This design comes from an exercise in tuning for small area and a short achievable clock period on the open sky130 flow, not from production work. At most, simulation tests tie the RTL to the original design; equivalence was not proved. The RTL of run 2 was laid out without a check of its function. Power and IR drop assume default switching activity.

===== run.sh =====
#!/bin/bash
# synth_recipe.tcl (not shown) runs the flow's synth.tcl, then flattens the netlist and writes it again
# the make line also repeats each setting of config.mk as NAME=value (left out here)
make -C /OpenROAD-flow-scripts/flow DESIGN_CONFIG=/design/flow/config.mk WORK_HOME=/design/flow/orfs CLKGATE_MAP_FILE= SYNTH_SCRIPT=/design/flow/synth_recipe.tcl finish

===== config.mk =====
export PLATFORM = sky130hd
export DESIGN_NAME = cpu
export DESIGN_NICKNAME = cpu
export VERILOG_FILES = /design/flow/design.v
export SDC_FILE = /design/flow/constraint.sdc
export NUM_CORES = 8
export LEC_CHECK = 0
export CAP_MARGIN = 20
export CORE_MARGIN = 2
export CORE_UTILIZATION = 60
export CTS_CLUSTER_DIAMETER = 60
export CTS_CLUSTER_SIZE = 12
export PLACE_DENSITY = 0.75
export SETUP_SLACK_MARGIN = 5
export SLEW_MARGIN = 20

===== constraint.sdc =====
create_clock -name core_clock -period 12.0 [get_ports {clk}]
set_input_delay 2.4000 -clock core_clock [delete_from_list [all_inputs] [get_ports {clk}]]
set_output_delay 2.4000 -clock core_clock [all_outputs]
set_load 0.01 [all_outputs]

===== design.v =====
module cpu(
  input wire clk,
  input wire nreset,
  output wire led,
  output wire [7:0] debug_port1,
  output wire [7:0] debug_port2,
  output wire [7:0] debug_port3,
  output wire [7:0] debug_port4,
  output wire [7:0] debug_port5,
  output wire [7:0] debug_port6,
  output wire [7:0] debug_port7,
  output wire [31:0] imem_addr,
  input wire [31:0] imem_data,
  output wire [31:0] dmem_addr,
  output wire [31:0] dmem_wdata,
  output wire dmem_we,
  output wire dmem_re,
  input wire [31:0] dmem_rdata
  );
  assign led = 1'b1;
  reg rstd;
  always @(posedge clk) rstd <= nreset;
  wire rst = nreset | rstd;
  reg [31:0] pc;
  reg [31:0] ir;                 
  reg [31:0] da, dm;             
  reg [4:0]  drot;               
  reg        noopF;              
  reg        dzero;              
  reg [31:0] ex;                 
  reg [31:0] eaddr;              
  reg        exz;                
  reg        en, evs, esa;       
  reg        ewbt, els, ebr, elink, el;
  reg [3:0]  econd, erd;
  reg        fz, fn, fv;         
  reg [31:0] mdata, maddr;
  reg [3:0]  mrd;
  reg        mwe, mlink, mls, ml, mbr;
  reg [31:0] dout;
  reg [31:0] wd;
  reg [3:0]  wrd;
  reg        wwe, wlink, wbr;
  wire [31:0] rf [0:15];
  wire zE = exz | (ex == 32'd0);
  wire vE = evs & (ex[31] != esa);
  reg cex;
  always @* begin
    case (econd)
      4'b0000: cex = fz;
      4'b0001: cex = ~fz;
      4'b0010: cex = 1'b0;
      4'b0011: cex = 1'b1;
      4'b0100: cex = fn;
      4'b0101: cex = ~fn;
      4'b0110: cex = fv;
      4'b0111: cex = ~fv;
      4'b1000: cex = 1'b0;
      4'b1001: cex = 1'b1;
      4'b1010: cex = (fn == fv);
      4'b1011: cex = (fn != fv);
      4'b1100: cex = ~fz & (fn == fv);
      4'b1101: cex = fz | (fn != fv);
      default: cex = 1'b1;
    endcase
  end
  wire noopE = ebr & cex;
  wire weE   = ewbt & cex;
  assign debug_port4 = ex[7:0] & {8{~exz}};
  assign debug_port5 = ex[15:8] & {8{~exz}};
  wire [31:0] wdb = wlink ? rf[15] : wd;
  wire [14:0] bw;
  genvar g;
  generate
    for (g = 0; g < 15; g = g + 1) begin : bwg
      assign bw[g] = (wwe & (wrd == g)) | ((g == 14) & wlink);
    end
  endgenerate
  wire [3:0] fn_i = imem_data[19:16];
  wire [3:0] fm_i = imem_data[3:0];
  wire fisDP = (imem_data[27:26] == 2'b00);
  wire fisLS = (imem_data[27:26] == 2'b01);
  wire fisBR = (imem_data[27:25] == 3'b101);
  wire fimm  = imem_data[25];
  wire fimmop = fisDP & fimm;                    
  wire fusereg = ~fisBR & ~fimmop;               
  wire fregsh = fusereg & ~(fisLS & ~fimm);      
  wire [1:0] fstyp = imem_data[6:5];
  wire [4:0] famt  = imem_data[11:7];
  wire flsl = fregsh & (fstyp == 2'b00);
  wire flsr = fregsh & (fstyp[1] != fstyp[0]);
  wire [31:0] pmask = {32{fusereg}} & (flsl ? (32'hffffffff >> famt) :
                                       flsr ? (32'hffffffff << famt) : 32'hffffffff);
  wire [4:0] frot  = fimmop ? {imem_data[11:8], 1'b0} :
                     ~fregsh ? 5'd0 :
                     (fstyp == 2'b00) ? (5'd0 - famt) : famt;
  wire [31:0] fconst = fisBR ? {{6{imem_data[23]}}, imem_data[23:0], 2'b00} :
                       fimmop ? {24'd0, imem_data[7:0]} : 32'd0;
  reg [31:0] fa, fmr;
  reg ba, bm;
  integer k;
  always @* begin
    fa  = 32'd0;
    fmr = 32'd0;
    ba  = 1'b0;
    bm  = 1'b0;
    for (k = 0; k < 15; k = k + 1) begin
      fa  = fa  | ({32{(fn_i == k) & ~bw[k]}} & rf[k]);
      fmr = fmr | ({32{(fm_i == k) & ~bw[k]}} & rf[k]);
      ba  = ba | ((fn_i == k) & bw[k]);
      bm  = bm | ((fm_i == k) & bw[k]);
    end
    fa  = fa  | ({32{fn_i == 4'd15}} & pc) | ({32{ba}} & wdb);
    fmr = fmr | ({32{fm_i == 4'd15}} & pc) | ({32{bm}} & wdb);
  end
  wire [31:0] fm = (fmr & pmask) | fconst;
  wire isDP  = (ir[27:26] == 2'b00);
  wire isLSf = (ir[27:26] == 2'b01);
  wire isBRf = (ir[27:25] == 3'b101);
  wire [3:0] dop = ir[24:21];
  wire [3:0] f_rn = (isDP | isLSf) ? ir[19:16] : 4'd0;
  wire [3:0] f_rd = (isDP | isLSf) ? ir[15:12] : 4'd0;
  wire [3:0] f_rm = (isDP | isLSf) ? ir[3:0]   : 4'd0;
  wire [4:0] opD = noopF ? 5'b11111 :
                   isDP  ? {1'b0, dop} :
                   isLSf ? 5'b10000 :
                   isBRf ? 5'b10001 : 5'b11111;
  assign debug_port2 = {f_rd, f_rm};
  assign debug_port3 = {f_rn[2:0], opD};
  wire [31:0] r0 = drot[0] ? {dm[0],     dm[31:1]}   : dm;
  wire [31:0] r1 = drot[1] ? {r0[1:0],   r0[31:2]}   : r0;
  wire [31:0] r2 = drot[2] ? {r1[3:0],   r1[31:4]}   : r1;
  wire [31:0] r3 = drot[3] ? {r2[7:0],   r2[31:8]}   : r2;
  wire [31:0] b  = drot[4] ? {r3[15:0],  r3[31:16]}  : r3;
  wire [31:0] a = da;
  wire sq = noopE | noopF;
  wire dpE = isDP & ~sq;
  wire [3:0] fE = dop;
  wire lsbr = isLSf | isBRf;
  reg [3:0] tt;                  
  always @* begin
    tt = 4'b0000;
    if (isDP & ~dzero) case (fE)
      4'b0000, 4'b1000: tt = 4'b1000;   
      4'b0001, 4'b1001: tt = 4'b0110;   
      4'b1100:          tt = 4'b1110;   
      4'b1101:          tt = 4'b1010;   
      4'b1110:          tt = 4'b0100;   
      4'b1111:          tt = 4'b0101;   
      default:          tt = 4'b0000;
    endcase
  end
  wire oadd = isDP & ((fE == 4'b0100) | (fE == 4'b1011));    
  wire osub = isDP & ((fE == 4'b0010) | (fE == 4'b1010));    
  wire orsb = isDP & (fE == 4'b0011);                        
  wire wbtD = dpE & ((fE[3:2] == 2'b11) | (fE[3] == 1'b0 && fE[2:0] <= 3'd4));
  wire lsD = isLSf & ~sq;
  wire brD = isBRf & ~sq;
  wire sa = a[31];
  wire sb = b[31];
  wire [31:0] na = 32'd0 - a;
  wire [32:0] s1x = {a[31], a} + {b[31], b};
  wire [32:0] s2x = {a[31], a} - {b[31], b};
  wire [31:0] s1 = s1x[31:0];     
  wire [31:0] s2 = s2x[31:0];     
  wire [31:0] s3 = b + na;        
  wire [31:0] s4 = na - b;        
  wire cadd = s1x[32];            
  wire csub = s2x[32];            
  wire same  = (sa == sb);
  wire sub10 = sa & ~sb;
  wire late = (cadd & sub10 & (osub | orsb)) | (orsb & same & (csub ^ sa));
  wire [31:0] lres = (~a & ~b & {32{tt[0]}}) | (~a & b & {32{tt[1]}}) |
                     (a & ~b & {32{tt[2]}}) | (a & b & {32{tt[3]}});
  wire [31:0] rx = ({32{osub}} & s3) | ({32{orsb & same}} & s2) | ({32{orsb & sub10}} & s1);
  wire [31:0] ry = lres | ({32{lsbr}} & b) | ({32{oadd}} & s1) | ({32{osub}} & s2) |
                   ({32{orsb & same}} & s3) | ({32{orsb & ~same}} & s4);
  wire [31:0] res = late ? rx : ry;
  wire nflag = (oadd & cadd) |
               (osub & ~(sub10 & cadd) & csub) |
               (orsb & ((same & csub) | (sub10 & ~cadd)));
  wire vsel = (oadd & same) | ((osub | orsb) & ~same);
  wire arith0 = (fE == 4'b0101) | (fE == 4'b0110) | (fE == 4'b0111);
  assign dmem_we = mls & ~ml;
  assign dmem_re = mls & ml;
  assign dmem_addr = maddr;
  assign dmem_wdata = mdata;
  assign debug_port6 = dout[7:0];
  assign debug_port7 = dout[15:8];
  wire [31:0] pcs = pc + (wbr ? wd : 32'd4);
  wire [31:0] pcn = (wwe && wrd == 4'd15) ? wd : pcs;
  assign imem_addr = pc;
  assign debug_port1 = pc[9:2];
  always @(posedge clk) begin
    pc  <= rst ? 32'd0 : (pcn[31] ? (32'd0 - pcn) : pcn);
    ir  <= rst ? 32'd0 : imem_data;
    da  <= fa;
    dm  <= fm;
    drot <= frot;
    noopF <= ~rst & noopE;
    dzero <= rst;
    ex    <= res;
    eaddr <= ir[24] ? 32'd0 : a;
    exz   <= rst | ~dpE | arith0;
    en    <= ~rst & dpE & nflag;
    evs   <= ~rst & dpE & vsel;
    esa   <= sa;
    ewbt  <= rst | wbtD;
    els   <= ~rst & lsD;
    ebr   <= ~rst & brD;
    elink <= ~rst & isBRf & ir[24];
    econd <= rst ? 4'd0 : ir[31:28];
    erd   <= ir[15:12];
    el    <= ir[20];
    fz <= ~rst & zE;
    fn <= ~rst & en;
    fv <= ~rst & vE;
    mdata <= ex;
    maddr <= eaddr;
    mrd   <= erd;
    mwe   <= ~rst & weE;
    mlink <= ~rst & elink;
    mls   <= ~rst & els;
    ml    <= el;
    mbr   <= ~rst & ebr;
    dout <= mls ? (ml ? dmem_rdata : mdata) : 32'd0;
    wd    <= mbr ? (mdata + (mdata[31] ? 32'hfffffff8 : 32'd8)) : mls ? dout : mdata;
    wrd   <= mrd;
    wwe   <= ~rst & mwe;
    wlink <= ~rst & mlink;
    wbr   <= ~rst & mbr;
  end
  generate
    for (g = 0; g < 16; g = g + 1) begin : regs
      reg [31:0] q;
      assign rf[g] = q;
      if (g == 14) begin : r14
        always @(posedge clk)
          if (rst | wlink | (wwe & (wrd == 4'd14)))
            q <= rst ? 32'd0 : wdb;
      end else begin : rx
        always @(posedge clk)
          if (rst | (wwe & (wrd == g)))
            q <= rst ? 32'd0 : wd;
      end
    end
  endgenerate
endmodule

==> notes.md, run 1 <==
Max Root-Sink Buffers=3; Post-synth EDFFs=512; cell with the most instances after synthesis=edfxtp_1; Worst Setup SP=drot[1]; final setup vio count=0; H-tree levels=3; setup TNS=0 ns; fmax=149.5 MHz; Synth-to-Final Area Change=12.04%; register area=22570 um^2; multi-input logic area=25680 um^2; Power Density=179.4 nW/um^2; CP Max Fanout=51; min-delay worst type=flop to flop; crit path cell chain=buf_4, mux2i_1, mux2_2, mux4_2, mux2i_1, inv_1, ha_1, nor2_1, o221ai_1, a211oi_2, a211oi_1, o31ai_2, a31oi_1, o31ai_2, xnor2_1, a21boi_4, buf_8, mux2i_1, o221ai_1; DRT Wirelength=197000 um; clock root cell=clkbuf_16; WS Path Type=flop to flop; DRT Pass-1 Iters=12; peak supply drop=0.1914 mV; Cell variety after synth=96; worst stage delay on the critical path=0.58 ns; Cell Area, Synth=50010 um^2; routed vias=44700; CTS buffer count=92; Final Cycle Share=55.76%; Main synth FF type=edfxtp_1; relative slew slack=11.19%; area share of the largest cell type after synthesis=30.74%; GRT met3 Usage=12.09%; initial antenna violation count=11; P_leak=21.29 nW; Residual DRC=0; Core Area=82240 um^2; post-synth net total=5259; Worst R2R Start=drot[1]; FF-to-FF End=ex[8]; first-pass GRT wire length=282400 um; routed len/inst=32.15 um; Async SR Flop Fraction=0%; Tmin final=6.691 ns; average cell area after synthesis=10.17 um^2; initial DRC count=6810; Critical Path AT=7.21 ns; post-synthesis cell count=4915; vias in the first global route=42510; GRT met2 Usage=67.38%; cts hold-fix bufs=0; IO Count=221; width of the die=292.7 um; grt total ovfl=0; TritonCTS clock tree=done; final-layout fill cell count=6353; # Max-Cap Violations=0; outcome=timing/DRC/antenna clean; cell depth of the worst flop-to-flop path=19; Hold Violations, Final=0; CP most frequent cell=mux2i_1; std cell rows=105; Synth area leader=edfxtp_1; top cell family by delay on the critical path=compound AO/OA/AOI/OAI gates; Antenna Nets Post-Route=0; gr usage total=44.70%; layout cell share with drive strength beyond 1=7.846%; die height=292.7 um; Worst setup SP type=flop; port bufs=219; largest net degree at the start of global routing=61; Final Max Slew Viols=0; RSZ-0062 raised after global routing=false; Layout Nets=5329; Seq/Total Area, Yosys=45.12%; Seq cells post-synth=871; Synth Warn #=1; clock transition at the registers of the reported paths=0.06 ns; HPWL Detailed=127100 um; Final Hold Slack=0.3061 ns; top cells by area, synth=edfxtp_1, dfxtp_1, ha_1; CTS Sinks=871; Placer Congestion=1.006; Worst Tran Pin Value=1.318 ns; Worst path slowest cell=a211oi_1; crit path buf inv count=3; CP endpoint kind=flop; Vias per Instance=7.297; Stages on worst setup path=19; setup slack, reg-to-reg=5.31 ns; crit path to=ex[8]; Worst Clk Skew=0.06152 ns; Synth top cells by count=edfxtp_1, dfxtp_1, nor2_1; GR Layer Usage met1=54.61%; initial core utilization=60.81%; worst-skew pair later-pin latency=0.70 ns; CP required=12.52 ns; busiest grt layer=met2; Die Footprint=85670 um^2
==> worst min-delay path by stage <==
| stage | startpoint | end | slack, ns | depth (start not counted) |
|---|---|---|---|---|
| floorplan | ir[20] | el | 0.31 | 0 |
| global placement | erd[1] | mrd[1] | 0.31 | 0 |
| detailed placement | eaddr[5] | maddr[5] | 0.31 | 0 |
| CTS | eaddr[28] | maddr[28] | 0.31 | 0 |
| global route | eaddr[28] | maddr[28] | 0.31 | 0 |
| finish | eaddr[28] | maddr[28] | 0.31 | 0 |
==> final cells by class <==
class	count	share of cell area (%)
multi-input cells	3525	45.83
flip-flops and latches	871	40.28
repair buffers	318	5.252
clock buffers	130	4.457
well taps	1070	2.389
inverters	176	1.186
clock inverters	26	0.5583
diodes	9	0.04019
repair inverters	1	0.01340
==> metrics by stage <==
step	std cells	util [%]	area, um^2	setup WS (ns)	power [mW]
6_report	6126	68.13	56030	5.309	10.05
5_1_grt	6121	68.12	56020	5.038	10.41
4_1_cts	6114	68.04	55960	5.074	9.905
3_5_place_dp	5958	64.63	53150	5.117	7.205
3_3_place_gp	5958	64.63	53150	5.222	7.188
2_1_floorplan	4915	-	50010	6.579	6.039
==> cell families (layout without fill, tap and decap cells) <==
group	count (synthesis)	after routing	share of synthesized area (%)
AO/OA/AOI/OAI	1551	1551	22.32
buffers and inverters	519	651	4.151
other	1	10	0.007499
flip-flops	871	871	45.12
multiplexers	235	235	5.312
adder cells (fa/ha/maj)	278	278	7.046
AND/OR/NAND/NOR	1255	1255	12.46
XOR/XNOR	205	205	3.590
==> state kept, by name, summed over array words and instances, names as in the netlist, 4 cells and up, named ones only <==
signal and count:
econd 4, ex 32, ir 23, dout 32, wrd 4, eaddr 32, wd 32, regs.q 512
drot 5, maddr 32, dm 32, mdata 32, mrd 4, erd 4, da 32, pc 32
==> power breakdown <==
group          switching [mW]  total, mW  internal [mW]  leakage (nW)
sequential              0.408       3.94           3.53          8.64
clock                    1.24       2.73           1.49          1.35
combinational            2.14       3.39           1.25          11.3
total                    3.79       10.1           6.26          21.3
==> layer usage <==
metal	vias to the layer above	wire, um
met5	-	55
met4	8	18310
met3	1036	26190
met2	3605	84390
met1	21100	68020
li1	18960	-
==> repair_timing <==
item                                   CTS  global route
setup buffers                            0             2
setup endpoints to repair                0            26
endpoints found under the hold margin    0             0
gates resized for setup                  0             9
==> cells in the final DEF (no fill, tap or decap), drive strengths merged, types with 34 or more instances in the layout <==
master / count
a22oi: 59
dfxtp: 359
nor3: 89
a222oi: 70
a31oi: 43
a221oi: 223
a22o: 209
o21bai: 36
xor2: 40
mux2: 43
a21o: 42
mux2i: 172
nand2: 260
inv: 180
xnor2: 165
o21ai: 246
nor2: 350
nor2b: 94
clkbuf: 130
clkdlybuf4s50: 219
edfxtp: 512
o31ai: 40
nand3: 61
buf: 99
nand4: 85
ha: 272
nand2b: 48
a211oi: 46
and2: 117
a21oi: 319
nor4: 34
==> run 2: changes to the inputs <==
--- a/design.v
+++ b/design.v
@@ -25,5 +25,6 @@
   reg [31:0] ir;                 
   reg [31:0] da, dm;             
-  reg [4:0]  drot;               
+  reg [7:0]  drh;                
+  reg [3:0]  drl;                
   reg        noopF;              
   reg        dzero;              
@@ -128,9 +129,14 @@
   assign debug_port2 = {f_rd, f_rm};
   assign debug_port3 = {f_rn[2:0], opD};
-  wire [31:0] r0 = drot[0] ? {dm[0],     dm[31:1]}   : dm;
-  wire [31:0] r1 = drot[1] ? {r0[1:0],   r0[31:2]}   : r0;
-  wire [31:0] r2 = drot[2] ? {r1[3:0],   r1[31:4]}   : r1;
-  wire [31:0] r3 = drot[3] ? {r2[7:0],   r2[31:8]}   : r2;
-  wire [31:0] b  = drot[4] ? {r3[15:0],  r3[31:16]}  : r3;
+  reg [31:0] rt, b;
+  integer j;
+  always @* begin
+    rt = 32'd0;
+    for (j = 0; j < 8; j = j + 1)
+      rt = rt | ({32{drh[j]}} & ((dm >> (4*j)) | (dm << (32 - 4*j))));
+    b = 32'd0;
+    for (j = 0; j < 4; j = j + 1)
+      b = b | ({32{drl[j]}} & ((rt >> j) | (rt << (32 - j))));
+  end
   wire [31:0] a = da;
   wire sq = noopE | noopF;
@@ -160,12 +166,14 @@
   wire sb = b[31];
   wire [31:0] na = 32'd0 - a;
-  wire [32:0] s1x = {a[31], a} + {b[31], b};
-  wire [32:0] s2x = {a[31], a} - {b[31], b};
-  wire [31:0] s1 = s1x[31:0];     
-  wire [31:0] s2 = s2x[31:0];     
-  wire [31:0] s3 = b + na;        
-  wire [31:0] s4 = na - b;        
-  wire cadd = s1x[32];            
-  wire csub = s2x[32];            
+  wire [31:0] nb = ~b;
+  wire [31:0] u0, u1, v0, v1;
+  addc2 AU(.x(a), .y(nb), .s0(u0), .s1(u1));
+  addc2 AV(.x(na), .y(nb), .s0(v0), .s1(v1));
+  wire [31:0] s1 = ~v0;           
+  wire [31:0] s2 = u1;            
+  wire [31:0] s3 = ~u0;           
+  wire [31:0] s4 = v1;            
+  wire cadd = (sa & sb) | ((sa ^ sb) & s1[31]);     
+  wire csub = (sa & ~sb) | (~(sa ^ sb) & s2[31]);   
   wire same  = (sa == sb);
   wire sub10 = sa & ~sb;
@@ -197,5 +205,6 @@
     da  <= fa;
     dm  <= fm;
-    drot <= frot;
+    drh <= 8'd1 << frot[4:2];
+    drl <= 4'd1 << frot[1:0];
     noopF <= ~rst & noopE;
     dzero <= rst;
@@ -247,2 +256,21 @@
   endgenerate
 endmodule
+module addc2(input [31:0] x, input [31:0] y, output [31:0] s0, output [31:0] s1);
+  wire [31:0] g0 = x & y;
+  wire [31:0] p0 = x ^ y;
+  reg [31:0] G, P, Gn, Pn;
+  integer i, d;
+  always @* begin
+    G = g0; P = p0;
+    for (d = 1; d < 32; d = d * 2) begin
+      Gn = G; Pn = P;
+      for (i = d; i < 32; i = i + 1) begin
+        Gn[i] = G[i] | (P[i] & G[i-d]);
+        Pn[i] = P[i] & P[i-d];
+      end
+      G = Gn; P = Pn;
+    end
+  end
+  assign s0 = p0 ^ {G[30:0], 1'b0};
+  assign s1 = p0 ^ {G[30:0] | P[30:0], 1'b1};
+endmodule
==> flow/run.sh (new file) <==
#!/bin/bash
# Own layout flow: the standard ORFS flow (standard synthesis unchanged), with
# timing repair asked to aim for more setup slack than the 12 ns clock needs.
set -euo pipefail
bash standard.sh SETUP_SLACK_MARGIN=8 finish > flow_standard.log 2>&1
==> standard.sh (new file) <==
#!/bin/bash
# synth_recipe.tcl (not shown) runs the flow's synth.tcl, then flattens the netlist and writes it again
# the make line also repeats each setting of config.mk as NAME=value (left out here)
make -C /OpenROAD-flow-scripts/flow DESIGN_CONFIG=/design/flow/config.mk WORK_HOME=/design/flow/orfs CLKGATE_MAP_FILE= SYNTH_SCRIPT=/design/flow/synth_recipe.tcl "${@:-finish}"
--- a/config.mk
+++ b/config.mk
@@ -12,4 +12,3 @@
 export CTS_CLUSTER_SIZE = 12
 export PLACE_DENSITY = 0.75
-export SETUP_SLACK_MARGIN = 5
 export SLEW_MARGIN = 20
removed: run.sh
==> run 2 against run 1 <==
Net effect: still clean; register-to-register slack better by 1.5 ns; wire length up 10%; worst hold slack worse by 0.0081 ns; core utilization up 5.1 points; worst setup slack better by 1.5 ns; non-clock buffer count up 191; synthesized area down 1.6%; power up 16%; sequential power up 9.1%; fmax up 29%; sequential share of layout area down 1.8 points; largest power group is now combinational cells; highest routed layer unchanged.
==> notes.md, run 2 <==
Synth top cells by count=edfxtp_1, dfxtp_1, clkbuf_1; Core Area=81720 um^2 (-0.64%); Die Footprint=84350 um^2 (-1.5%); # Max-Cap Violations=0 (unchanged); Power Density=194.3 nW/um^2 (+8.3%); top cells by area, synth=edfxtp_1, dfxtp_1, ha_1; sw power=4.716 mW (+24%); clock power share=24.1% (-3.0 points); initial DRC count=9219 (+35%); Tmin final=5.173 ns (-1.518 ns); initial antenna violation count=16 (+5); layout cell share with drive strength beyond 1=19.41% (+12 points); Main synth FF type=edfxtp_1; Worst Tran Pin Value=1.219 ns (-0.09889 ns); Cell Area, Synth=49230 um^2 (-1.6%); peak supply drop=0.1556 mV (-19%); Critical Path AT=5.76 ns (-1.45 ns); width of the die=290.4 um (-0.77%); Seq cells post-synth=878 (+0.80%); Synth Warn #=2 (+1); Combinational Power Share=38.9% (+5.2 points); CTS buffer count=93 (+1.1%); crit path buf inv count=3 (unchanged); post-synth net total=5159 (-1.9%); min-delay worst type=flop to flop; RSZ-0062 raised after global routing=true; Worst path slowest cell=fa_2; DRT Pass-1 Iters=13 (+1); CP endpoint kind=flop; TritonCTS clock tree=done; most common cell after layout, fill and taps aside=edfxtp_1; port bufs=219 (unchanged); top cell family by delay on the critical path=compound AO/OA/AOI/OAI gates; Post-synth EDFFs=512 (unchanged); outcome=timing/DRC/antenna clean; IO Count=221 (unchanged); Synth area leader=edfxtp_1; GR Layer Usage met1=58.76% (+4.1 points); worst-skew pair later-pin latency=0.74 ns (+0.04 ns); DRT Wirelength=217100 um (+10%); routed vias=48030 (+7.4%); Vias per Instance=7.749 (+6.2%); Final Max Slew Viols=0 (unchanged); Residual DRC=0 (unchanged); Max Root-Sink Buffers=3 (unchanged); HPWL Detailed=130100 um (+2.4%); multi-input logic area=27090 um^2 (+5.5%); fmax=193.3 MHz (+29%); Placer Congestion=1.051 (+4.4%); clock transition at the registers of the reported paths=0.06 ns (about the same); largest net degree at the start of global routing=53 (-13%); first-pass GRT wire length=305300 um (+8.1%); initial core utilization=60.24% (-0.56 points); GRT met3 Usage=18.45% (+6.4 points); Layout Nets=5358 (+0.54%); Worst setup SP type=flop; busiest grt layer=met2; CTS Sinks=878 (+0.80%); routed len/inst=35.02 um (+8.9%); Placed Cells=5836 (-2.0%); Pint=6.912 mW (+10%); Seq/Total Area, Yosys=46.12% (+1.0 points); Synth-to-Final Area Change=21.58%; gr usage total=49.03% (+4.3 points); Final Cycle Share=43.11% (-13 points); clock root cell=clkbuf_16; cts hold-fix bufs=0 (unchanged); final-layout fill cell count=5753 (-9.4%); register area=23010 um^2 (+2.0%); post-synthesis cell count=4864 (-1.0%); Async SR Flop Fraction=0% (unchanged); WS Path Type=flop to flop; CP required=12.59 ns (+0.07 ns); Cell variety after synth=104 (+8.3%); area share of the largest cell type after synthesis=31.23% (+0.49 points); switching share of power=40.56% (+2.8 points); H-tree levels=3 (unchanged); most frequent cells in the layout=edfxtp_1, nor2_1, dfxtp_1, a21oi_1, nand2_1; max reg flops=512 (unchanged); GRT met2 Usage=70.77% (+3.4 points); std cell rows=105 (unchanged); vias in the first global route=44640 (+5.0%); setup TNS=0 ns (unchanged); CP Max Fanout=16 (-69%); die height=290.4 um (-0.77%); P_leak=22.83 nW (+7.3%); grt total ovfl=0 (unchanged); Hold Violations, Final=0 (unchanged); cell with the most instances after synthesis=edfxtp_1; Antenna Nets Post-Route=0 (unchanged); final setup vio count=0 (unchanged); crit path cell chain=buf_6, a22oi_1, nand4_1, a22oi_1, nand2_2, ha_4, and3_1, nand2_1, or2_2, o21ai_4, a21oi_4, inv_2, a21oi_4, fa_2, xor2_2, a32oi_2, a21bo_4, buf_12, a211oi_4, a22oi_2, o221a_1; average cell area after synthesis=10.12 um^2 (-0.53%); Top reg by flops=regs.q; Worst Clk Skew=0.07274 ns (+0.01123 ns); relative slew slack=18.71% (+7.5 points); Non-Filler Instances=6198 (+1.2%); share of power burned in registers=37.0% (-2.2 points); worst stage delay on the critical path=0.44 ns (-0.14 ns)
run 2: logic make-up after synthesis:
group	share of synthesized area [%]
AND/OR/NAND/NOR	12.56
AO/OA/AOI/OAI	25.77
other	0.007618
multiplexers	2.313
flip-flops	46.12
adder cells (fa/ha/maj)	5.897
XOR/XNOR	3.042
buffers and inverters	4.298
run 2: path summary, 6_finish.rpt:
kind / start / endpoint / slack [ns] / cells after the start
setup / recovery: drh[3] / ex[19] / 6.83 / 21
hold / removal: ir[20] / el / 0.30 / 0
setup reg to reg: drh[3] / ex[19] / 6.83 / 21
hold reg to reg: ir[20] / el / 0.30 / 0
run 2: final cells by class:
class,count,area share (%)
Clock inverter,28,0.6794
Multi-Input combinational cell,3457,45.27
Sequential cell,878,38.45
Antenna cell,8,0.03345
Clock buffer,124,4.083
Tap cell,1070,2.237
Timing Repair Buffer,509,8.431
Inverter,124,0.8174
run 2: power groups by stage:
stage                     clock network (mW)  registers (mW)  logic (mW)
final                                   2.80            4.30        4.52
after global routing                    2.91            4.30        4.71
after CTS                               2.78            4.24        4.10
after detailed placement                   0            4.28        3.65
after global placement                     0            4.28        3.64
after floorplan                            0            3.98        2.54
run 2: stage by stage:
step	util (%)	hold slack, ns	power [mW]	area (um^2)	setup WS (ns)
after floorplan	-	0.3096	6.513	50330	7.216
after global placement	64.33	0.3104	7.922	52570	5.897
after detailed placement	64.33	0.3121	7.936	52570	5.770
after CTS	71.55	0.3026	11.12	58470	7.067
after global routing	73.22	0.3186	11.92	59830	6.673
final	73.24	0.2980	11.63	59850	6.827
run 2: timing repair:
action,in CTS,in global routing
pin swaps,96,71
gates resized for setup,717,238
gates cloned,9,7
endpoints found under the setup margin,583,355
buffers inserted,137,49
run 2: metal layers:
layer  part of all wire (%)  up-vias
met1                     33    22590
met2                     41     4743
li1                       -    19330
met3                     16     1356
met5                  0.024        -
met4                     11        8
==> run 3: changes to the inputs <==
--- a/design.v
+++ b/design.v
@@ -29,5 +29,6 @@
   reg        noopF;              
   reg        dzero;              
-  reg [31:0] ex;                 
+  reg [31:0] erx, ery;           
+  reg        elate;
   reg [31:0] eaddr;              
   reg        exz;                
@@ -44,4 +45,5 @@
   reg        wwe, wlink, wbr;
   wire [31:0] rf [0:15];
+  wire [31:0] ex = elate ? erx : ery;
   wire zE = exz | (ex == 32'd0);
   wire vE = evs & (ex[31] != esa);
@@ -165,9 +167,8 @@
   wire sa = a[31];
   wire sb = b[31];
-  wire [31:0] na = 32'd0 - a;
-  wire [31:0] nb = ~b;
-  wire [31:0] u0, u1, v0, v1;
-  addc2 AU(.x(a), .y(nb), .s0(u0), .s1(u1));
-  addc2 AV(.x(na), .y(nb), .s0(v0), .s1(v1));
+  wire [31:0] u0, u1, v0, v1, na;
+  neg32 NA(.x(a), .s(na));                         
+  addc2 AU(.x(a), .y(~b), .s0(u0), .s1(u1));
+  addc2 AV(.x(na), .y(~b), .s0(v0), .s1(v1));
   wire [31:0] s1 = ~v0;           
   wire [31:0] s2 = u1;            
@@ -184,5 +185,4 @@
   wire [31:0] ry = lres | ({32{lsbr}} & b) | ({32{oadd}} & s1) | ({32{osub}} & s2) |
                    ({32{orsb & same}} & s3) | ({32{orsb & ~same}} & s4);
-  wire [31:0] res = late ? rx : ry;
   wire nflag = (oadd & cadd) |
                (osub & ~(sub10 & cadd) & csub) |
@@ -209,34 +209,36 @@
     noopF <= ~rst & noopE;
     dzero <= rst;
-    ex    <= res;
+    erx   <= rx;
+    ery   <= ry;
+    elate <= late;
     eaddr <= ir[24] ? 32'd0 : a;
     exz   <= rst | ~dpE | arith0;
-    en    <= ~rst & dpE & nflag;
-    evs   <= ~rst & dpE & vsel;
+    en    <= ~rstd & dpE & nflag;
+    evs   <= ~rstd & dpE & vsel;
     esa   <= sa;
-    ewbt  <= rst | wbtD;
-    els   <= ~rst & lsD;
-    ebr   <= ~rst & brD;
-    elink <= ~rst & isBRf & ir[24];
-    econd <= rst ? 4'd0 : ir[31:28];
+    ewbt  <= rstd | wbtD;
+    els   <= ~rstd & lsD;
+    ebr   <= ~rstd & brD;
+    elink <= ~rstd & isBRf & ir[24];
+    econd <= rstd ? 4'd0 : ir[31:28];
     erd   <= ir[15:12];
     el    <= ir[20];
-    fz <= ~rst & zE;
-    fn <= ~rst & en;
-    fv <= ~rst & vE;
+    fz <= ~rstd & zE;
+    fn <= ~rstd & en;
+    fv <= ~rstd & vE;
     mdata <= ex;
     maddr <= eaddr;
     mrd   <= erd;
-    mwe   <= ~rst & weE;
-    mlink <= ~rst & elink;
+    mwe   <= ~rstd & weE;
+    mlink <= ~rstd & elink;
     mls   <= ~rst & els;
     ml    <= el;
-    mbr   <= ~rst & ebr;
+    mbr   <= ~rstd & ebr;
     dout <= mls ? (ml ? dmem_rdata : mdata) : 32'd0;
     wd    <= mbr ? (mdata + (mdata[31] ? 32'hfffffff8 : 32'd8)) : mls ? dout : mdata;
     wrd   <= mrd;
-    wwe   <= ~rst & mwe;
-    wlink <= ~rst & mlink;
-    wbr   <= ~rst & mbr;
+    wwe   <= ~rstd & mwe;
+    wlink <= ~rstd & mlink;
+    wbr   <= ~rstd & mbr;
   end
   generate
@@ -246,10 +248,10 @@
       if (g == 14) begin : r14
         always @(posedge clk)
-          if (rst | wlink | (wwe & (wrd == 4'd14)))
-            q <= rst ? 32'd0 : wdb;
+          if (rstd | wlink | (wwe & (wrd == 4'd14)))
+            q <= rstd ? 32'd0 : wdb;
       end else begin : rx
         always @(posedge clk)
-          if (rst | (wwe & (wrd == g)))
-            q <= rst ? 32'd0 : wd;
+          if (rstd | (wwe & (wrd == g)))
+            q <= rstd ? 32'd0 : wd;
       end
     end
@@ -275,2 +277,5 @@
   assign s1 = p0 ^ {G[30:0] | P[30:0], 1'b1};
 endmodule
+module neg32(input [31:0] x, output [31:0] s);
+  assign s = 32'd0 - x;
+endmodule
==> flow/run.sh (replaced) <==
#!/bin/bash
# Own layout flow: the standard ORFS flow, with the standard synthesis unchanged
# (SYNTH_HIERARCHICAL comes from config.mk). Two differences in how the layout is made:
#  - timing repair aims for 8 ns of setup slack instead of 0, so it keeps sizing up
#    the critical paths well past what the 12 ns clock needs;
#  - ports are buffered with buf_4 cells (still one buffer per port), which the
#    resizer can size, instead of the delay cells buffer_ports picks by default.
set -euo pipefail
bash standard.sh SETUP_SLACK_MARGIN=8 "BUFFER_PORTS_ARGS=-buffer_cell sky130_fd_sc_hd__buf_4" finish > flow_standard.log 2>&1
--- a/config.mk
+++ b/config.mk
@@ -13,2 +13,3 @@
 export PLACE_DENSITY = 0.75
 export SLEW_MARGIN = 20
+export SYNTH_HIERARCHICAL = 1
==> run 3 against run 2 <==
Net effect: critical path depth down 2; worst hold slack improved by 0.026 ns; synthesized area up 1.4%; wire length grew 0.49%; via count is 2.9% higher; critical endpoint is now en; highest routed layer unchanged.
==> notes.md, run 3 <==
CP required=12.62 ns (+0.03 ns); Critical Path AT=5.09 ns (-0.67 ns); Synth Warn #=8 (+6); Vias per Instance=7.636 (-1.5%); clock transition at the registers of the reported paths=0.06 ns (about the same); clock root cell=clkbuf_16; Worst path slowest cell=ha_1; Residual DRC=0 (unchanged); Die Footprint=85550 um^2 (+1.4%); Synth-to-Final Area Change=26.00%; setup TNS=0 ns (unchanged); Post-synth EDFFs=512 (unchanged); min-delay worst type=flop to flop; post-synthesis cell count=5002 (+2.8%); gr usage total=47.19% (-1.8 points); RSZ-0062 raised after global routing=true; Seq/Total Area, Yosys=46.78% (+0.67 points); worst-skew pair later-pin latency=0.73 ns (about the same); port bufs=219 (unchanged); outcome=timing/DRC/antenna clean; vias in the first global route=44500 (-0.29%); post-synth net total=5205 (+0.89%); max reg flops=512 (unchanged); routed vias=49430 (+2.9%); Core Area=82240 um^2 (+0.64%); width of the die=292.5 um (+0.71%); most common cell after layout, fill and taps aside=buf_4; peak supply drop=0.1449 mV (-6.9%); TritonCTS clock tree=done; # Max-Cap Violations=0 (unchanged); std cell rows=105 (unchanged); Worst Clk Skew=0.06750 ns (-0.005249 ns); Layout Nets=5540 (+3.4%); grt total ovfl=0 (unchanged); H-tree levels=3 (unchanged); Worst setup SP type=flop; Async SR Flop Fraction=0% (unchanged); WS Path Type=flop to flop; Worst Tran Pin Value=1.209 ns (-0.01069 ns); crit path buf inv count=2 (-1); worst stage delay on the critical path=0.59 ns (+0.15 ns); CP most frequent cell=nor3_2; layout cell share with drive strength beyond 1=26.24% (+6.8 points); Seq cells post-synth=911 (+3.8%); Final Max Slew Viols=0 (unchanged); CP endpoint kind=flop; initial antenna violation count=20 (+4); Antenna Nets Post-Route=0 (unchanged); relative slew slack=19.43% (+0.71 points); Final Cycle Share=37.26% (-5.9 points); Final Core Density=76.51% (+3.3 points); HPWL Detailed=128300 um (-1.4%); initial core utilization=60.72% (+0.48 points); CTS Sinks=911 (+3.8%); Cell Area, Synth=49940 um^2 (+1.4%); fmax=223.7 MHz (+16%); Hold Violations, Final=0 (unchanged); P_leak=23.35 nW (+2.3%); top cells by area, synth=edfxtp_1, dfxtp_1, a22o_1; first-pass GRT wire length=299300 um (-2.0%); Power Density=224.2 nW/um^2 (+15%); IO Count=221 (unchanged); Top reg by flops=regs.q; final setup vio count=0 (unchanged); area share of the largest cell type after synthesis=30.79% (-0.44 points); Cell variety after synth=96 (-7.7%); DRT Wirelength=218100 um (+0.49%); CTS buffer count=94 (+1.1%); largest net degree at the start of global routing=55 (+3.8%); routed len/inst=33.70 um (-3.8%); cell with the most instances after synthesis=edfxtp_1; crit path cell chain=buf_6, or4_4, nor3_2, nand2_1, xor2_1, ha_1, nand2_4, o21a_4, nor4_4, nor3_2, a21oi_2, buf_6, a21oi_4, xnor2_2, nor2_2, o21ai_1, a21oi_1, o32a_1, nor3_2; GR Layer Usage met1=57.81% (-0.94 points); Main synth FF type=edfxtp_1; average cell area after synthesis=9.984 um^2 (-1.4%); CP Max Fanout=8 (-8); die height=292.5 um (+0.71%); GRT met2 Usage=68.79% (-2.0 points); most frequent cells in the layout=buf_4, edfxtp_1, dfxtp_1, nand2_1, nor2_1; GRT met3 Usage=14.64% (-3.8 points); Placer Congestion=1.103 (+4.9%); Synth area leader=edfxtp_1; Synth top cells by count=edfxtp_1, dfxtp_1, nand2_1; busiest grt layer=met2; Tmin final=4.471 ns (-0.7022 ns); DRT Pass-1 Iters=13 (unchanged); top cell family by delay on the critical path=simple AND/OR/NAND/NOR gates; initial DRC count=9277 (+0.63%); Max Root-Sink Buffers=3 (unchanged)
==> run 3: changes by cell type in the layout (fill, tap and decap cells not counted), sizes merged, moves of 51 or more <==
cell / previous run / this run
nand2: 262 / 351
clkdlybuf4s50: 81 / 0
nor2b: 84 / 152
buf: 298 / 635
o211ai: 29 / 80
ha: 224 / 133
a22oi: 237 / 167
dlygate4sd2: 96 / 0
==> run 3: power by group <==
part,switching (mW),internal (mW)
sequential,0.683,4.02
clock,1.30,1.58
combinational,3.86,2.66
==> run 3: layout make-up <==
type / instances / area [um^2]
clock inverters: 22 / 380.4
inverters: 141 / 543.0
clock buffers: 129 / 2537
multi-input cells: 3542 / 28620
flip-flops and latches: 911 / 23480
well taps: 1070 / 1339
fillers: 5239 / 19320
repair buffers: 647 / 6000
diodes: 11 / 27.53
==> run 3: worst paths after layout <==
kind	start	end	slack, ns	cells past startpoint
worst max-delay path	da[0]	en	7.53	19
worst min-delay path	eaddr[14]	maddr[14]	0.32	0
worst max register to register	da[0]	en	7.53	19
worst min register to register	eaddr[14]	maddr[14]	0.32	0
==> run 3: cell families after synthesis <==
logic type      after synthesis  synth area share (%)
compound gates             1675                 24.33
simple gates               1358                 13.93
flops                       911                 46.78
buf+inv                     551                 4.460
xor+xnor                    188                 3.297
mux                         181                 3.698
fa+ha+maj                   137                 3.493
other cells                   1              0.007509
==> run 3: timing repair <==
action	CTS	global route
pin swaps	132	174
resized for setup	488	416
hold buffers	0	0
setup buffers	160	155
endpoints found under the setup margin	172	140
cloned	11	5
==> run 3: per-stage QoR <==
stage | setup WS [ns] | total power [mW] | instances | area, um^2 | hold slack [ns]
after floorplan | 7.870 | 7.377 | 5002 | 50650 | 0.3096
after global placement | 6.414 | 8.978 | 5980 | 52630 | 0.3095
after detailed placement | 6.358 | 9.012 | 5980 | 52630 | 0.3121
after CTS | 7.606 | 12.75 | 6302 | 59580 | 0.3250
after global routing | 7.406 | 14.44 | 6466 | 62900 | 0.3295
final | 7.529 | 14.10 | 6473 | 62920 | 0.3239
==> run 3: Yosys stat by module (local to each module, per instance) <==
module,cells inside,area [um^2],flops+latches
addc2,416,2666,0
neg32,84,631.9,0
cpu,4086,43970,911
==> run 3: routing by layer <==
metal / up-vias / wire length (um)
li1: 20040 / -
met1: 23140 / 71060
met2: 4854 / 90030
met3: 1390 / 34100
met4: 10 / 22870
met5: - / 70
==> run 4: changes to the inputs <==
--- a/design.v
+++ b/design.v
@@ -30,6 +30,5 @@
   reg        dzero;              
   reg [31:0] erx, ery;           
-  reg        elate;
-  reg [31:0] eaddr;              
+  reg        elate;              
   reg        exz;                
   reg        en, evs, esa;       
@@ -115,4 +114,5 @@
     end
     fa  = fa  | ({32{fn_i == 4'd15}} & pc) | ({32{ba}} & wdb);
+    fa  = fisBR ? {{28{imem_data[23]}}, 4'b1000} : fa;
     fmr = fmr | ({32{fm_i == 4'd15}} & pc) | ({32{bm}} & wdb);
   end
@@ -182,6 +182,7 @@
   wire [31:0] lres = (~a & ~b & {32{tt[0]}}) | (~a & b & {32{tt[1]}}) |
                      (a & ~b & {32{tt[2]}}) | (a & b & {32{tt[3]}});
-  wire [31:0] rx = ({32{osub}} & s3) | ({32{orsb & same}} & s2) | ({32{orsb & sub10}} & s1);
-  wire [31:0] ry = lres | ({32{lsbr}} & b) | ({32{oadd}} & s1) | ({32{osub}} & s2) |
+  wire [31:0] rx = ({32{osub}} & s3) | ({32{orsb & same}} & s2) | ({32{orsb & sub10}} & s1) |
+                   ({32{isLSf & ~ir[24]}} & a);
+  wire [31:0] ry = lres | ({32{isLSf}} & b) | ({32{oadd | isBRf}} & s1) | ({32{osub}} & s2) |
                    ({32{orsb & same}} & s3) | ({32{orsb & ~same}} & s4);
   wire nflag = (oadd & cadd) |
@@ -212,5 +213,4 @@
     ery   <= ry;
     elate <= late;
-    eaddr <= ir[24] ? 32'd0 : a;
     exz   <= rst | ~dpE | arith0;
     en    <= ~rstd & dpE & nflag;
@@ -228,5 +228,5 @@
     fv <= ~rstd & vE;
     mdata <= ex;
-    maddr <= eaddr;
+    maddr <= erx;
     mrd   <= erd;
     mwe   <= ~rstd & weE;
@@ -236,5 +236,5 @@
     mbr   <= ~rstd & ebr;
     dout <= mls ? (ml ? dmem_rdata : mdata) : 32'd0;
-    wd    <= mbr ? (mdata + (mdata[31] ? 32'hfffffff8 : 32'd8)) : mls ? dout : mdata;
+    wd    <= mls ? dout : mdata;
     wrd   <= mrd;
     wwe   <= ~rstd & mwe;
--- a/config.mk
+++ b/config.mk
@@ -9,6 +9,6 @@
 export CORE_MARGIN = 2
 export CORE_UTILIZATION = 60
-export CTS_CLUSTER_DIAMETER = 60
-export CTS_CLUSTER_SIZE = 12
+export CTS_CLUSTER_DIAMETER = 100
+export CTS_CLUSTER_SIZE = 30
 export PLACE_DENSITY = 0.75
 export SLEW_MARGIN = 20
==> run 4 against run 3 <==
Net effect: critical path depth rose by 1; die area decreased by 3.9%; global-route usage increased by 3.1 points; synthesized cell count down 5.0%; worst setup slack got worse by 0.10 ns; clock-buffer cell count decreased by 73; sequential power increased by 1%; sequential share of layout area grew 1.2 points; clock skew is 0.0033 ns lower; power down 9.2%; flip-flop and latch count is 32 lower.
==> notes.md, run 4 <==
H-tree levels=2 (-1); most frequent cells in the layout=edfxtp_1, buf_4, dfxtp_1, nand2_1, nor2_1; average cell area after synthesis=10.09 um^2 (+1.1%); IO Count=221 (unchanged); Critical Path AT=5.05 ns (-0.04 ns); CP required=12.48 ns (-0.14 ns); Worst Setup SP=drh[3]; Seq cells post-synth=879 (-3.5%); # Max-Cap Violations=0 (unchanged); grt total ovfl=0 (unchanged); Vias per Instance=7.851 (+2.8%); DP Worst Slack=6.554 ns (+0.1963 ns); Tmin final=4.575 ns (+0.1042 ns); post-route design area=59370 um^2 (-5.6%); total power=12.81 mW (-9.2%); post-synth net total=4926 (-5.4%); gr usage total=50.24% (+3.1 points); final-layout fill cell count=5262 (+0.44%); area share of the largest cell type after synthesis=32.07% (+1.3 points); peak supply drop=0.2735 mV (+89%); Synth top cells by count=edfxtp_1, dfxtp_1, clkbuf_1; width of the die=286.7 um (-2.0%); Synth Warn #=8 (unchanged); Cell Area, Placed=50410 um^2 (-4.2%); initial core utilization=60.69% (about the same); largest net degree at the start of global routing=67 (+22%); Placer Congestion=1.044 (-5.3%); Die Footprint=82190 um^2 (-3.9%); worst-skew pair later-pin latency=0.67 ns (-0.06 ns); Hold Violations, Final=0 (unchanged); die height=286.7 um (-2.0%); Non-Filler Instances=6132 (-5.3%); CTS Sinks=879 (-3.5%); relative slew slack=16.17% (-3.3 points); routed len/inst=36.73 um (+9.0%); fmax=218.6 MHz (-2.3%); Synth area leader=edfxtp_1; Async SR Flop Fraction=0% (unchanged); multi-input logic area=27380 um^2 (-4.3%); TritonCTS clock tree=done; Layout Nets=5213 (-5.9%); Placed Cells=5710 (-4.5%); register area=22860 um^2 (-2.6%); GR Layer Usage met1=60.31% (+2.5 points); Final Max Slew Viols=0 (unchanged); Core Area=79000 um^2 (-3.9%); Synth-to-Final Area Change=23.81%; outcome=timing/DRC/antenna clean; std cell rows=103 (-1.9%); WS Path Type=flop to flop; Post-synth EDFFs=512 (unchanged); Seq/Total Area, Yosys=47.39% (+0.61 points); min-delay worst type=flop to flop; Worst Tran Pin Value=1.254 ns (+0.04583 ns); DRT Wirelength=225200 um (+3.2%); CP endpoint kind=flop; vias in the first global route=42750 (-3.9%); Final Hold Slack=0.3421 ns (+0.01829 ns); busiest grt layer=met2; Residual DRC=0 (unchanged); setup ws final=7.425 ns (-0.1042 ns); Main synth FF type=edfxtp_1; Worst Hold Launch=mrd[2]; DRT Pass-1 Iters=14 (+1); Final Cycle Share=38.13% (+0.87 points); Cell Area, Synth=47950 um^2 (-4.0%); initial antenna violation count=23 (+15%); HPWL Detailed=136100 um (+6.1%); post-synthesis cell count=4751 (-5.0%); Worst Clk Skew=0.06422 ns (-0.003276 ns); top cells by area, synth=edfxtp_1, dfxtp_1, a221oi_1; cts hold-fix bufs=0 (unchanged); Worst setup SP type=flop; setup TNS=0 ns (unchanged); final setup vio count=0 (unchanged); Worst R2R Start=drh[3]; max reg flops=512 (unchanged); most common cell after layout, fill and taps aside=edfxtp_1; routed vias=48140 (-2.6%); Power Density=215.8 nW/um^2 (-3.8%); RSZ-0062 raised after global routing=true; Final Core Density=75.15% (-1.4 points); P_leak=21.62 nW (-7.4%); CTS buffer count=39 (-59%); initial DRC count=10450 (+13%); Antenna Nets Post-Route=0 (unchanged); cell with the most instances after synthesis=edfxtp_1; Top reg by flops=regs.q; first-pass GRT wire length=299700 um (+0.15%); Max Root-Sink Buffers=3 (unchanged); Cell variety after synth=99 (+3.1%); clock transition at the registers of the reported paths=0.12 ns (+0.06 ns); layout cell share with drive strength beyond 1=28.07% (+1.8 points); GRT met3 Usage=20.84% (+6.2 points); GRT met2 Usage=72.44% (+3.7 points); clock root cell=clkbuf_16; port bufs=219 (unchanged); CP Max Fanout=17 (+9)
-- run 4: modules after synthesis (local to each module, per instance) --
module / cell area [um^2] / times used
neg32: 636.9 / 1
addc2: 2666 / 2
cpu: 41980 / 1
-- run 4: cell families (layout without fill, tap and decap cells) --
family	after synthesis	after routing	share of synthesized area, %
AOI/OAI and AO/OA	1591	1591	24.26
muxes	188	188	4.071
and+or+nand+nor	1274	1279	13.68
adders and majority gates	109	109	2.891
buffers and inverters	537	844	4.551
xor gates and xnor gates	172	172	3.142
DFF	879	879	47.39
other	1	20	0.007821
-- run 4: cell type report --
cell class	instances	area share (%)
Multi-Input combinational cell	3340	46.13
Sequential cell	879	38.50
Timing Repair Buffer	644	10.15
Tap cell	1050	2.213
Clock buffer	56	1.751
Inverter	134	0.8747
Clock inverter	10	0.2993
Antenna cell	19	0.08009
-- run 4: where the power goes --
group | total (mW) | switching, mW | leakage [nW] | internal, mW
clock network | 1.68 | 1.03 | 0.583 | 0.647
logic | 6.35 | 3.78 | 12.7 | 2.57
registers | 4.78 | 0.855 | 8.30 | 3.92
total | 12.8 | 5.66 | 21.6 | 7.14
-- run 4: final timing paths --
kind / to / slack, ns / cells after the start
worst max-delay path: ery[31] / 7.42 / 20
worst min-delay path: wrd[2] / 0.34 / 0
worst max register to register: ery[31] / 7.42 / 20
worst min register to register: wrd[2] / 0.34 / 0
-- run 4: metal layers --
layer	vias up	wire [um]
met3	1619	38540
met1	22470	71130
li1	19050	-
met4	28	24430
met5	-	433
met2	4975	90690
-- run 4: what timing repair did --
action	in CTS	in global routing
endpoints found under the hold margin	0	0
resized for setup	506	489
setup buffers	126	189
pin swaps	99	216
endpoints found under the setup margin	212	169
gates cloned	7	15
-- run 4: critical path, cell delays in order, from the launching register on --
cell,delay (ns)
dfxtp_4,0.45
buf_6,0.20
a22oi_1,0.17
nand4_1,0.27
buf_4,0.23
buf_4,0.13
a221oi_4,0.29
buf_12,0.17
ha_4,0.20
nand2_1,0.13
o21a_1,0.27
nor4_1,0.35
nor3_1,0.12
a21oi_2,0.16
buf_4,0.17
a21oi_4,0.05
xnor2_2,0.20
mux2i_1,0.13
a221o_1,0.33
a221oi_2,0.19
o221ai_1,0.14
==> run 5: changes to the inputs <==
--- a/design.v
+++ b/design.v
@@ -41,6 +41,5 @@
   reg [31:0] dout;
   reg [31:0] wd;
-  reg [3:0]  wrd;
-  reg        wwe, wlink, wbr;
+  reg        wpcw, wbr;          
   wire [31:0] rf [0:15];
   wire [31:0] ex = elate ? erx : ery;
@@ -71,12 +70,4 @@
   assign debug_port4 = ex[7:0] & {8{~exz}};
   assign debug_port5 = ex[15:8] & {8{~exz}};
-  wire [31:0] wdb = wlink ? rf[15] : wd;
-  wire [14:0] bw;
-  genvar g;
-  generate
-    for (g = 0; g < 15; g = g + 1) begin : bwg
-      assign bw[g] = (wwe & (wrd == g)) | ((g == 14) & wlink);
-    end
-  endgenerate
   wire [3:0] fn_i = imem_data[19:16];
   wire [3:0] fm_i = imem_data[3:0];
@@ -100,20 +91,15 @@
                        fimmop ? {24'd0, imem_data[7:0]} : 32'd0;
   reg [31:0] fa, fmr;
-  reg ba, bm;
   integer k;
   always @* begin
     fa  = 32'd0;
     fmr = 32'd0;
-    ba  = 1'b0;
-    bm  = 1'b0;
     for (k = 0; k < 15; k = k + 1) begin
-      fa  = fa  | ({32{(fn_i == k) & ~bw[k]}} & rf[k]);
-      fmr = fmr | ({32{(fm_i == k) & ~bw[k]}} & rf[k]);
-      ba  = ba | ((fn_i == k) & bw[k]);
-      bm  = bm | ((fm_i == k) & bw[k]);
+      fa  = fa  | ({32{fn_i == k}} & rf[k]);
+      fmr = fmr | ({32{fm_i == k}} & rf[k]);
     end
-    fa  = fa  | ({32{fn_i == 4'd15}} & pc) | ({32{ba}} & wdb);
+    fa  = fa  | ({32{fn_i == 4'd15}} & pc);
     fa  = fisBR ? {{28{imem_data[23]}}, 4'b1000} : fa;
-    fmr = fmr | ({32{fm_i == 4'd15}} & pc) | ({32{bm}} & wdb);
+    fmr = fmr | ({32{fm_i == 4'd15}} & pc);
   end
   wire [31:0] fm = (fmr & pmask) | fconst;
@@ -195,8 +181,9 @@
   assign dmem_addr = maddr;
   assign dmem_wdata = mdata;
+  wire [31:0] mwd = mls ? dout : mdata;
   assign debug_port6 = dout[7:0];
   assign debug_port7 = dout[15:8];
   wire [31:0] pcs = pc + (wbr ? wd : 32'd4);
-  wire [31:0] pcn = (wwe && wrd == 4'd15) ? wd : pcs;
+  wire [31:0] pcn = wpcw ? wd : pcs;
   assign imem_addr = pc;
   assign debug_port1 = pc[9:2];
@@ -236,10 +223,9 @@
     mbr   <= ~rstd & ebr;
     dout <= mls ? (ml ? dmem_rdata : mdata) : 32'd0;
-    wd    <= mls ? dout : mdata;
-    wrd   <= mrd;
-    wwe   <= ~rstd & mwe;
-    wlink <= ~rstd & mlink;
+    wd    <= mwd;
+    wpcw  <= ~rstd & mwe & (mrd == 4'd15);
     wbr   <= ~rstd & mbr;
   end
+  genvar g;
   generate
     for (g = 0; g < 16; g = g + 1) begin : regs
@@ -248,10 +234,10 @@
       if (g == 14) begin : r14
         always @(posedge clk)
-          if (rstd | wlink | (wwe & (wrd == 4'd14)))
-            q <= rstd ? 32'd0 : wdb;
+          if (rstd | mlink | (mwe & (mrd == 4'd14)))
+            q <= rstd ? 32'd0 : (mlink ? rf[15] : mwd);
       end else begin : rx
         always @(posedge clk)
-          if (rstd | (wwe & (wrd == g)))
-            q <= rstd ? 32'd0 : wd;
+          if (rstd | (mwe & (mrd == g)))
+            q <= rstd ? 32'd0 : mwd;
       end
     end
@@ -262,12 +248,15 @@
   wire [31:0] p0 = x ^ y;
   reg [31:0] G, P, Gn, Pn;
-  integer i, d;
+  integer i, l, j;
   always @* begin
     G = g0; P = p0;
-    for (d = 1; d < 32; d = d * 2) begin
+    for (l = 0; l < 5; l = l + 1) begin
       Gn = G; Pn = P;
-      for (i = d; i < 32; i = i + 1) begin
-        Gn[i] = G[i] | (P[i] & G[i-d]);
-        Pn[i] = P[i] & P[i-d];
+      for (i = 0; i < 32; i = i + 1) begin
+        if ((i >> l) & 1) begin
+          j = ((i >> l) << l) - 1;
+          Gn[i] = G[i] | (P[i] & G[j]);
+          Pn[i] = P[i] & P[j];
+        end
       end
       G = Gn; P = Pn;
==> flow/run.sh (replaced) <==
#!/bin/bash
# Own layout flow: the standard ORFS flow (standard.sh), with the standard synthesis
# unchanged (SYNTH_HIERARCHICAL comes from config.mk). What differs is how hard the
# layout steps work on timing:
#  - up to and including CTS, timing repair aims for 8 ns of setup slack instead of 0,
#    so it keeps sizing up the critical paths well past what the 12 ns clock needs;
#  - global routing's repair then runs with the default margin (0): it fixes hold and
#    any real violation, but adds no more area chasing the extra slack;
#  - ports are buffered with buf_1 cells (still one buffer per port), which the resizer
#    can size up where it matters, instead of the delay cells buffer_ports picks.
# Each make run's full output goes to its own log file here; ORFS's per-step logs are
# under orfs/logs/.
set -euo pipefail
PORTS="BUFFER_PORTS_ARGS=-buffer_cell sky130_fd_sc_hd__buf_1"
bash standard.sh SETUP_SLACK_MARGIN=8 "$PORTS" cts > flow_to_cts.log 2>&1
bash standard.sh SETUP_SLACK_MARGIN=0 "$PORTS" finish > flow_to_finish.log 2>&1
--- a/config.mk
+++ b/config.mk
@@ -9,6 +9,6 @@
 export CORE_MARGIN = 2
 export CORE_UTILIZATION = 60
-export CTS_CLUSTER_DIAMETER = 100
-export CTS_CLUSTER_SIZE = 30
+export CTS_CLUSTER_DIAMETER = 80
+export CTS_CLUSTER_SIZE = 20
 export PLACE_DENSITY = 0.75
 export SLEW_MARGIN = 20
==> run 5 against run 4 <==
Net effect: fmax shrank 0.22%; via count is 10% lower; clock power is 14% higher; core utilization decreased by 6.5 points; die area shrank 4.0%; sequential share of layout area up 5.1 points; critical path type unchanged; wire length fell by 16%; still clean on timing, DRC and antenna.
==> notes.md, run 5 <==
Critical Path AT=5.12 ns (+0.07 ns); P_leak=18.84 nW (-13%); vias in the first global route=40210 (-5.9%); gr usage total=46.63% (-3.6 points); Hold Path Stages=0 (unchanged); Worst Tran Pin Value=1.283 ns (+0.02817 ns); Cell variety after synth=101 (+2.0%); RSZ-0062 raised after global routing=false; initial core utilization=60.59% (-0.11 points); Synth area leader=edfxtp_1; WS Path Type=flop to flop; Synth Area in XOR/XNOR=2.551% (-0.59 points); Antenna Nets Post-Route=0 (unchanged); Compound-Gate Fraction of Synth Area=23.96% (-0.30 points); Worst Hold Launch=el; H-tree levels=2 (unchanged); Worst R2R Start=drh[7]; relative slew slack=14.49% (-1.7 points); # Max-Cap Violations=0 (unchanged); clock power share=18.5% (+5.4 points); Combinational Power Share=38.7% (-11 points); Post-synth EDFFs=512 (unchanged); min-delay worst type=flop to flop; cell depth of the worst flop-to-flop path=19 (-5.0%); CP endpoint kind=flop; width of the die=280.9 um (-2.0%); TritonCTS clock tree=done; total power=10.40 mW (-19%); Cell Area, Placed=47800 um^2 (-5.2%); final-layout fill cell count=5665 (+7.7%); Placer Congestion=1.025 (-1.9%); post-synthesis cell count=4507 (-5.1%); final setup vio count=0 (unchanged); Placed Cells=5478 (-4.1%); Synth Area in Simple Gates=13.13% (-0.55 points); routed len/inst=32.97 um (-10%); Non-Filler Instances=5721 (-6.7%); Power Density=199.6 nW/um^2 (-7.5%); Adder-Cell Fraction of Synth Area=3.361% (+0.47 points); clock transition at the registers of the reported paths=0.09 ns (-0.03 ns); initial DRC count=8465 (-19%); Async SR Flop Fraction=0% (unchanged); std cell rows=101 (-1.9%); Synth-to-Final Area Change=13.28%; Final Cycle Share=38.21% (+0.084 points); setup ws final=7.415 ns (-0.01002 ns); Die Footprint=78920 um^2 (-4.0%); CTS buffer count=53 (+36%); IO Count=221 (unchanged); CTS Sinks=874 (-0.57%); die height=280.9 um (-2.0%); Max Root-Sink Buffers=3 (unchanged); peak supply drop=0.1481 mV (-46%); main combinational cell family by area after synthesis=compound AO/OA/AOI/OAI gates; setup TNS=0 ns (unchanged); share of power burned in registers=42.8% (+5.5 points); first-pass GRT wire length=268600 um (-10%); area share of the largest cell type after synthesis=33.41% (+1.3 points); Main synth FF type=edfxtp_1; cell with the most instances after synthesis=edfxtp_1; Worst setup SP type=flop; FF-to-FF End=ery[17]; most frequent cells in the layout=edfxtp_1, a22oi_1, dfxtp_1, nor2_1, nand2_1; Residual DRC=0 (unchanged); Seq cells post-synth=874 (-0.57%); max reg flops=512 (unchanged); top cells by area, synth=edfxtp_1, dfxtp_1, a22oi_1; worst-skew pair later-pin latency=0.70 ns (+0.03 ns); port bufs=219 (unchanged); largest net degree at the start of global routing=66 (-1.5%); switching share of power=40.12% (-4.1 points); Core Area=75950 um^2 (-3.9%); post-synthesis mux area share=3.285% (-0.79 points); Worst Clk Skew=0.06046 ns (-0.003762 ns); Cell Area, Synth=46020 um^2 (-4.0%); setup slack, reg-to-reg=7.41 ns (about the same); most common cell after layout, fill and taps aside=edfxtp_1; Hold Violations, Final=0 (unchanged); layout cell share with drive strength beyond 1=13.61% (-14 points); Synth top cells by count=edfxtp_1, a22oi_1, dfxtp_1; Tmin final=4.585 ns (+0.01002 ns); clock root cell=clkbuf_16; DRT Wirelength=188600 um (-16%); hold worst-path end=ml; DP Worst Slack=6.341 ns (-0.2134 ns); CP required=12.54 ns (+0.06 ns); initial antenna violation count=20 (-13%); post-synth net total=4690 (-4.8%); routed vias=43120 (-10%); Seq/Total Area, Yosys=49.16% (+1.8 points); grt total ovfl=0 (unchanged); Synth Warn #=8 (unchanged); post-route design area=52130 um^2 (-12%); Top reg by flops=regs.q; HPWL Detailed=115900 um (-15%); Final Max Slew Viols=0 (unchanged); Pint=6.229 mW (-13%); average cell area after synthesis=10.21 um^2 (+1.2%); Layout Nets=4824 (-7.5%); sw power=4.173 mW (-26%); fmax=218.1 MHz (-0.22%); DRT Pass-1 Iters=14 (unchanged); outcome=timing/DRC/antenna clean; Vias per Instance=7.537 (-4.0%); CP Max Fanout=32 (+15)
## run 5: cell types whose count changed after synthesis, moves of 31 or more
cell and change:
a22o_1 -58, nor2_1 +37, a221oi_1 -96, a22oi_1 +236, mux2_2 -36, nand4_1 -33
o21ai_1 -31, nor2b_1 -38, nand2_1 -38, a21oi_1 -42, nand3_1 +65, xnor2_1 -35
a222oi_1 -35
## run 5: worst max-delay path: stages, from the launching register on
cell	delay, ns
dfxtp_1	0.34
buf_8	0.18
a22oi_1	0.22
nand4_1	0.31
a22o_1	0.33
a221oi_4	0.41
ha_1	0.35
o211ai_1	0.13
buf_4	0.17
o211ai_1	0.25
nand3_1	0.27
nand2_4	0.21
inv_2	0.12
fa_1	0.44
o41ai_1	0.14
xor2_1	0.13
inv_1	0.08
mux2i_1	0.06
a22oi_1	0.19
o211ai_1	0.10
## run 5: cells by family after synthesis
logic type / after synthesis
fa+ha+maj: 117
simple gates: 1204
xor+xnor: 134
compound gates: 1513
flops: 874
buf+inv: 515
other cells: 1
mux: 149
## run 5: modules after synthesis, one instance, submodules excluded
module | flops+latches | cells inside | cell area [um^2] | copies in the design
cpu | 874 | 3823 | 41060 | 1
addc2 | 0 | 299 | 2161 | 2
neg32 | 0 | 86 | 635.6 | 1
## run 5: cell type report
cell class	count	area [um^2]	area share, %
multi-input combinational	3119	22990	44.11
sequential	874	22710	43.57
timing repair buffer	456	2959	5.677
clock buffer	84	1446	2.775
tap	1030	1289	2.472
inverter	137	519.2	0.9961
clock inverter	11	183.9	0.3528
antenna	10	25.02	0.04801
## run 5: power groups by stage
| stage | Combinational [mW] | Sequential, mW | Clock, mW |
|---|---|---|---|
| 4_1_cts | 3.76 | 4.39 | 1.92 |
| 3_3_place_gp | 3.24 | 4.42 | 0 |
| 2_1_floorplan | 2.30 | 4.20 | 0 |
| 3_5_place_dp | 3.29 | 4.43 | 0 |
| 5_1_grt | 4.23 | 4.47 | 2.02 |
| 6_report | 4.03 | 4.45 | 1.92 |
## run 5: metrics by stage
step	utilization, %	hold slack, ns
final	68.63	0.3299
after global placement	62.94	0.3105
after floorplan	-	0.3096
after detailed placement	62.94	0.3127
after CTS	68.57	0.3290
after global routing	68.62	0.3358
## run 5: per-layer routing
metal | up-vias | GRT usage (%) | wire, um | share of wire (%)
li1 | 17700 | - | - | -
met5 | - | 0.1251 | 189 | 0.10
met2 | 4067 | 65.38 | 75550 | 40
met1 | 20320 | 57.78 | 64170 | 34
met3 | 1012 | 21.93 | 33830 | 18
met4 | 26 | 29.14 | 14870 | 7.9
## run 5: worst max path at each step
stage	startpoint	end	slack, ns
final	drh[7]	ery[17]	7.41
after global routing	drh[5]	ery[17]	7.25
after CTS	elate	debug_port4[7]	7.71
after detailed placement	imem_data[0]	dm[7]	6.34
after global placement	imem_data[25]	dm[18]	6.44
after floorplan	da[10]	en	7.94
## run 5: timing repair
item,CTS,global route
setup endpoints to repair,195,0
gates resized for setup,340,0
endpoints found under the hold margin,0,0
hold buffers,0,0
setup buffers,131,0

[afterwards: timing with drivers on the ports]
How much do the figures lean on ideal ports? The routed layouts below were timed once more, with nothing changed but the port constraints. Step 1, drivers: a clkbuf_16 drives clk and a buf_2 each remaining input, both assumed. Step 2 times the ports against the registers' clock, not the clock port: input delays grow and output delays shrink by t, the midpoint of the rising clock arrivals with the driver on. Slacks: no drivers / after step 1 / after step 2; pairs: no drivers / after step 1.
run	t (ns)	slack for setup (ns)	worst slew at a driven data input, ns
run 1	0.740	5.309 / 5.309 / 5.309	0.09
run 2	0.772	6.827 / 6.827 / 6.827	0.07
run 3	0.762	7.529 / 7.476 / 7.080	0.14
run 4	0.709	7.425 / 7.425 / 6.896	0.30
run 5	0.741	7.415 / 7.415 / 7.072	0.12
After both steps setup and hold are still met in every run listed. The setup slack of run 4, which loses most, moves by 0.000 ns with the drivers and by -0.529 ns with both steps.
